What follows belongs to an exercise in optimizing a design on an open flow for small area; a production flow would make more cautious choices. Only simulation tests tie the RTL to the original design; equivalence was not proved. Power figures rest on the tool's default switching activity, not on a simulated workload.

the baseline:
// text
module text (
   input  wire        clk,
   input  wire        rst,
   input  wire [9:0]  pixel_x,
   input  wire [9:0]  pixel_y,
   input  wire [3:0]  dig0,
   input  wire [3:0]  dig1,
   input  wire [1:0]  ball_num,
   output wire [2:0]  text_strings_on,
   output reg         text_bit_on,
   output wire [2:0]  text_color
);
   wire [1:0] sel;
   wire [6:0] info;
   combA u_a (.pixel_x(pixel_x), .pixel_y(pixel_y), .sel_o(sel), .info_o(info));
   reg [1:0] a_sel;
   reg [6:0] a_info;
   always @(posedge clk) begin
      a_sel  <= sel;
      a_info <= info;
   end
   wire [1:0] area_b;
   wire       dot_b;
   combB u_b (.a_sel(a_sel), .a_info(a_info), .dig0(dig0), .dig1(dig1), .ball_num(ball_num),
              .b_area(area_b), .b_dot(dot_b));
   reg [1:0] b_area, c_area, d_area, e_area;
   reg       b_dot, c_dot, d_dot;
   always @(posedge clk) begin
      b_area <= area_b;
      b_dot  <= dot_b;
      c_area <= b_area;
      c_dot  <= b_dot;
      d_area <= c_area;
      d_dot  <= c_dot;
      e_area <= d_area;
   end
   always @(posedge clk) begin
      if (rst)
         text_bit_on <= 1'b0;
      else
         text_bit_on <= d_dot;
   end
   assign text_strings_on = {e_area == 2'd3, e_area == 2'd2, e_area == 2'd1};
   assign text_color      = 3'b011;
endmodule
For scale: ~330 cells after synthesis, roughly 39 I/O pins, about 2000 um^2 of cells after synthesis.
Settings: LEC_CHECK=0, CAP_MARGIN=20, CORE_MARGIN=2, CORE_UTILIZATION=22, CTS_BUF_LIST=sky130_fd_sc_hd__clkbuf_4, GPL_TIMING_DRIVEN=0, SLEW_MARGIN=20, SYNTH_MEMORY_MAX_BITS=16384; clock period 10.0 ns.
standard.sh (not shown) runs the stock make flow with config.mk's settings and CLKGATE_MAP_FILE= SYNTH_SCRIPT=/design/flow/synth_recipe.tcl, a recipe that flattens the netlist after the stock synthesis.
==> flow/flow/run.sh <==
#!/bin/bash
# Own layout flow:
# 2. an area synthesis of the same RTL (Yosys generic synthesis without fsm/share,
#    flattened; ABC area mapping with a few scripts), its flip-flops renamed to the
#    standard netlist's names; the smallest result that Yosys proves equivalent to
#    the standard netlist (flip-flops paired by name) replaces it;
# 3. the standard layout (floorplan .. finish), with buf_1 port buffers.
set -euo pipefail
W=$PWD
F=$W/flow
R=$W/orfs/results/$FLOW_PLATFORM/text/base
YOSYS=${YOSYS_EXE:-$FLOW_HOME/../tools/install/yosys/bin/yosys}
[ -x "$YOSYS" ] || YOSYS=yosys
LIB=$FLOW_HOME/platforms/$FLOW_PLATFORM/lib/sky130_fd_sc_hd__tt_025C_1v80.lib
TO=""; command -v timeout > /dev/null && TO="timeout 900"

# 1. standard synthesis
bash standard.sh synth > $W/1_synth.log 2>&1
cp $R/1_2_yosys.v $W/1_2_yosys.std.v

# 2. area synthesis
best=""; best_area=""
for s in $F/remap*.script; do
  n=$(basename $s .script)
  mkdir -p $W/$n
  if REMAP_LIB=$LIB REMAP_OUT=$W/$n REMAP_DESIGN=$FLOW_DESIGN REMAP_ABC=$s FLOW_TOP=$FLOW_TOP \
       $TO $YOSYS -c $F/resynth.tcl > $W/2_$n.log 2>&1 &&
     python3 $F/rename_ffs.py $W/1_2_yosys.std.v $W/$n/1_2_yosys.raw.v $W/$n/1_2_yosys.remap.v >> $W/2_$n.log 2>&1 &&
     $TO bash $F/eqcheck.sh $YOSYS $LIB $W/1_2_yosys.std.v $W/$n/1_2_yosys.remap.v $FLOW_TOP > $W/3_eqcheck_$n.log 2>&1; then
    a=$(awk '/Chip area for (top )?module/ {print $NF}' $W/$n/remap_stat.txt | tail -1)
    echo "$n $a" >> $W/3_remap_areas.log
    if [ -z "$best" ] || awk -v a="$a" -v b="$best_area" 'BEGIN {exit !(a < b)}'; then
      best=$n; best_area=$a
    fi
  else
    echo "$n failed" >> $W/3_remap_areas.log
  fi
done
if [ -n "$best" ]; then
  cp $W/$best/1_2_yosys.remap.v $R/1_2_yosys.v
  rm -f $R/1_synth.odb $R/1_synth.sdc
  echo "using $best ($best_area)" >> $W/3_remap_areas.log
else
  echo "standard netlist kept" >> $W/3_remap_areas.log
fi

# 3. standard layout
bash standard.sh "BUFFER_PORTS_ARGS=-buffer_cell sky130_fd_sc_hd__buf_1" "CTS_ARGS=-sink_clustering_enable -sink_clustering_size 30 -sink_clustering_max_diameter 1000 -buf_list sky130_fd_sc_hd__clkbuf_4 -root_buf sky130_fd_sc_hd__clkbuf_4 -dont_use_dummy_load -repair_clock_nets" finish > $W/4_layout.log 2>&1
==> flow/flow/remap10.script <==
strash
dch -f
amap -m
strash
dch -f
amap -m
strash
dch -f
amap -m
==> flow/flow/remap9.script <==
strash
dch -f
amap -m
Other scripts of this flow, unchanged in this note and not shown: flow/flow/eqcheck.sh, flow/flow/remap1.script, flow/flow/remap2.script, flow/flow/remap3.script, flow/flow/remap4.script, flow/flow/remap5.script, flow/flow/remap6.script, flow/flow/remap7.script, flow/flow/remap8.script, flow/flow/rename_ffs.py, flow/flow/resynth.tcl
The baseline finished end to end and its layout was clean on timing, DRC and antenna.
Modified inputs, the candidate compared to the baseline
# the baseline
export LEC_CHECK = 0
export CAP_MARGIN = 20
export CORE_MARGIN = 2
export CORE_UTILIZATION = 22
export CTS_BUF_LIST = sky130_fd_sc_hd__clkbuf_4
export GPL_TIMING_DRIVEN = 0
export SLEW_MARGIN = 20
export SYNTH_MEMORY_MAX_BITS = 16384
create_clock -name core_clock -period 10.0 [get_ports {clk}]
# the candidate
export LEC_CHECK = 0
export CAP_MARGIN = 20
export CORE_MARGIN = 2
export CORE_UTILIZATION = 30
export CTS_BUF_LIST = sky130_fd_sc_hd__clkbuf_4
export GPL_TIMING_DRIVEN = 0
export SLEW_MARGIN = 20
export SYNTH_MEMORY_MAX_BITS = 16384
create_clock -name core_clock -period 10.0 [get_ports {clk}]
removed: flow/flow/remap10.script
removed: flow/flow/remap9.script
Notes after the runs:
- Delta (the candidate minus the baseline): source-to-sink clock delay at the later pin of the worst-skew pair comparable, post-detailed-routing wire length now sits lower, met2 wire length saw a decrease.

========
text, a different RTL version from the one above (not shown whole).
Size: ~39 I/O pins, ~2200 µm² of cells after synthesis.
clock: 10.0 ns
lec_check: 0
cap_margin: 20
core_margin: 2
core_utilization: 30
cts_buf_list: sky130_fd_sc_hd__clkbuf_4
gpl_timing_driven: 0
slew_margin: 20
synth_memory_max_bits: 16384
==> flow/flow/run.sh <==
#!/bin/bash
# Own layout flow:
# 2. an area synthesis of the same RTL (Yosys generic synthesis without fsm/share,
#    flattened; ABC area mapping with a few scripts), its flip-flops renamed to the
#    standard netlist's names; the smallest result that Yosys proves equivalent to
#    the standard netlist (flip-flops paired by name) replaces it;
# 3. the standard layout (floorplan .. finish), with buf_1 port buffers.
set -euo pipefail
W=$PWD
F=$W/flow
R=$W/orfs/results/$FLOW_PLATFORM/text/base
YOSYS=${YOSYS_EXE:-$FLOW_HOME/../tools/install/yosys/bin/yosys}
[ -x "$YOSYS" ] || YOSYS=yosys
LIB=$FLOW_HOME/platforms/$FLOW_PLATFORM/lib/sky130_fd_sc_hd__tt_025C_1v80.lib

# 1. standard synthesis
bash standard.sh synth > $W/1_synth.log 2>&1
cp $R/1_2_yosys.v $W/1_2_yosys.std.v

# 2. area synthesis
best=""; best_area=""
for s in $F/remap*.script; do
  n=$(basename $s .script)
  mkdir -p $W/$n
  if REMAP_LIB=$LIB REMAP_OUT=$W/$n REMAP_DESIGN=$FLOW_DESIGN REMAP_ABC=$s FLOW_TOP=$FLOW_TOP \
       $YOSYS -c $F/resynth.tcl > $W/2_$n.log 2>&1 &&
     python3 $F/rename_ffs.py $W/1_2_yosys.std.v $W/$n/1_2_yosys.raw.v $W/$n/1_2_yosys.remap.v >> $W/2_$n.log 2>&1 &&
     bash $F/eqcheck.sh $YOSYS $LIB $W/1_2_yosys.std.v $W/$n/1_2_yosys.remap.v $FLOW_TOP > $W/3_eqcheck_$n.log 2>&1; then
    a=$(awk '/Chip area for (top )?module/ {print $NF}' $W/$n/remap_stat.txt | tail -1)
    echo "$n $a" >> $W/3_remap_areas.log
    if [ -z "$best" ] || awk -v a="$a" -v b="$best_area" 'BEGIN {exit !(a < b)}'; then
      best=$n; best_area=$a
    fi
  else
    echo "$n failed" >> $W/3_remap_areas.log
  fi
done
if [ -n "$best" ]; then
  cp $W/$best/1_2_yosys.remap.v $R/1_2_yosys.v
  rm -f $R/1_synth.odb $R/1_synth.sdc
  echo "using $best ($best_area)" >> $W/3_remap_areas.log
else
  echo "standard netlist kept" >> $W/3_remap_areas.log
fi

# 3. standard layout
bash standard.sh "BUFFER_PORTS_ARGS=-buffer_cell sky130_fd_sc_hd__buf_1" "CTS_ARGS=-sink_clustering_enable -sink_clustering_size 30 -sink_clustering_max_diameter 1000 -buf_list sky130_fd_sc_hd__clkbuf_4 -root_buf sky130_fd_sc_hd__clkbuf_4 -dont_use_dummy_load -repair_clock_nets" finish > $W/4_layout.log 2>&1
==> flow/flow/resynth.tcl <==
# Area synthesis of the design's RTL (design.v): Yosys's generic synthesis
# without its fsm and share passes, flattened, flip-flops mapped with
# dfflibmap, combinational logic mapped by ABC with an area script.
# rename_ffs.py then gives each flip-flop the name of the standard
# synthesis's flip-flop on the same net.
yosys -import
set lib $::env(REMAP_LIB)
set out $::env(REMAP_OUT)
set dont_use {-dont_use sky130_fd_sc_hd__probe_p_8 -dont_use sky130_fd_sc_hd__probec_p_8 -dont_use *lpflow*}
read_verilog -sv $::env(REMAP_DESIGN)
hierarchy -check -top $::env(FLOW_TOP)
synth -top $::env(FLOW_TOP) -flatten -nofsm -noshare -noabc
opt -purge
dfflibmap -liberty $lib {*}$dont_use
opt
setundef -zero
abc -script $::env(REMAP_ABC) -liberty $lib {*}$dont_use
opt_clean -purge
hilomap -hicell sky130_fd_sc_hd__conb_1 HI -locell sky130_fd_sc_hd__conb_1 LO

splitnets
opt_clean -purge
tee -o $out/remap_stat.txt stat -liberty $lib
write_verilog -noattr -nohex -nodec $out/1_2_yosys.raw.v
Other scripts of this flow, unchanged in this note and not shown: flow/flow/eqcheck.sh, flow/flow/remap1.script, flow/flow/remap2.script, flow/flow/remap3.script, flow/flow/remap4.script, flow/flow/rename_ffs.py
Rerun with:
--- a/flow/flow/run.sh
+++ b/flow/flow/run.sh
@@ -46,2 +46,2 @@
 # 3. standard layout
-bash standard.sh "BUFFER_PORTS_ARGS=-buffer_cell sky130_fd_sc_hd__buf_1" "CTS_ARGS=-sink_clustering_enable -sink_clustering_size 30 -sink_clustering_max_diameter 1000 -buf_list sky130_fd_sc_hd__clkbuf_4 -root_buf sky130_fd_sc_hd__clkbuf_4 -dont_use_dummy_load -repair_clock_nets" finish > $W/4_layout.log 2>&1
+bash standard.sh "BUFFER_PORTS_ARGS=-buffer_cell sky130_fd_sc_hd__buf_1" finish > $W/4_layout.log 2>&1
--- a/flow/flow/resynth.tcl
+++ b/flow/flow/resynth.tcl
@@ -18,4 +18,4 @@
 opt_clean -purge
-hilomap -hicell sky130_fd_sc_hd__conb_1 HI -locell sky130_fd_sc_hd__conb_1 LO
-
+hilomap -singleton -hicell sky130_fd_sc_hd__conb_1 HI -locell sky130_fd_sc_hd__conb_1 LO
+insbuf -buf sky130_fd_sc_hd__buf_1 A X
 splitnets
What happened: Setup slack loses 0.12 ns; design area grows by 0.46%; clock skew fell by 0.0084 ns; area after synthesis grows by 0.34%; power rises by 1.4%; routed wire length went down by 1.7%; combinational power drops by about 0.6%; global-route usage goes up by 0.64 points.

==> afterwards: timing with drivers on the ports <==
The results above use ideal ports. As a check the final layouts listed here were re-extracted and re-timed, cells and wires unchanged. Step 1 (the two cells are an assumption about what drives the block):
set clk [get_ports {clk}]
set_driving_cell -lib_cell sky130_fd_sc_hd__clkbuf_16 $clk
set_driving_cell -lib_cell sky130_fd_sc_hd__buf_2 [delete_from_list [all_inputs] $clk]
Step 2 moves the port delays by t, midway between the first and last clock arrival at a register: inputs arrive t later, outputs are due t later. That takes back most of the time a late clock gives input paths. Three values: ideal, step 1, step 2; two values: the first two.
run	t (ns)	slack for setup (ns)	clock arrival spread, ns	slew at the worst register clock pin (ns)	pins driven straight from the clock port
the baseline	0.316	2.943 / 2.942 / 2.626	0.020 / 0.020	0.11 / 0.11	1
the candidate	0.299	3.288 / 3.281 / 2.982	0.020 / 0.019	0.11 / 0.11	1
the first run of note 2	0.310	2.120 / 2.119 / 1.809	0.011 / 0.011	0.10 / 0.10	1
the second run of note 2	0.320	1.997 / 1.994 / 1.674	0.002 / 0.003	0.11 / 0.11	1
After both steps setup and hold are still met in every run listed. The setup slack of the second run of note 2, which loses most, moves by -0.003 ns with the drivers and by -0.323 ns with both steps.
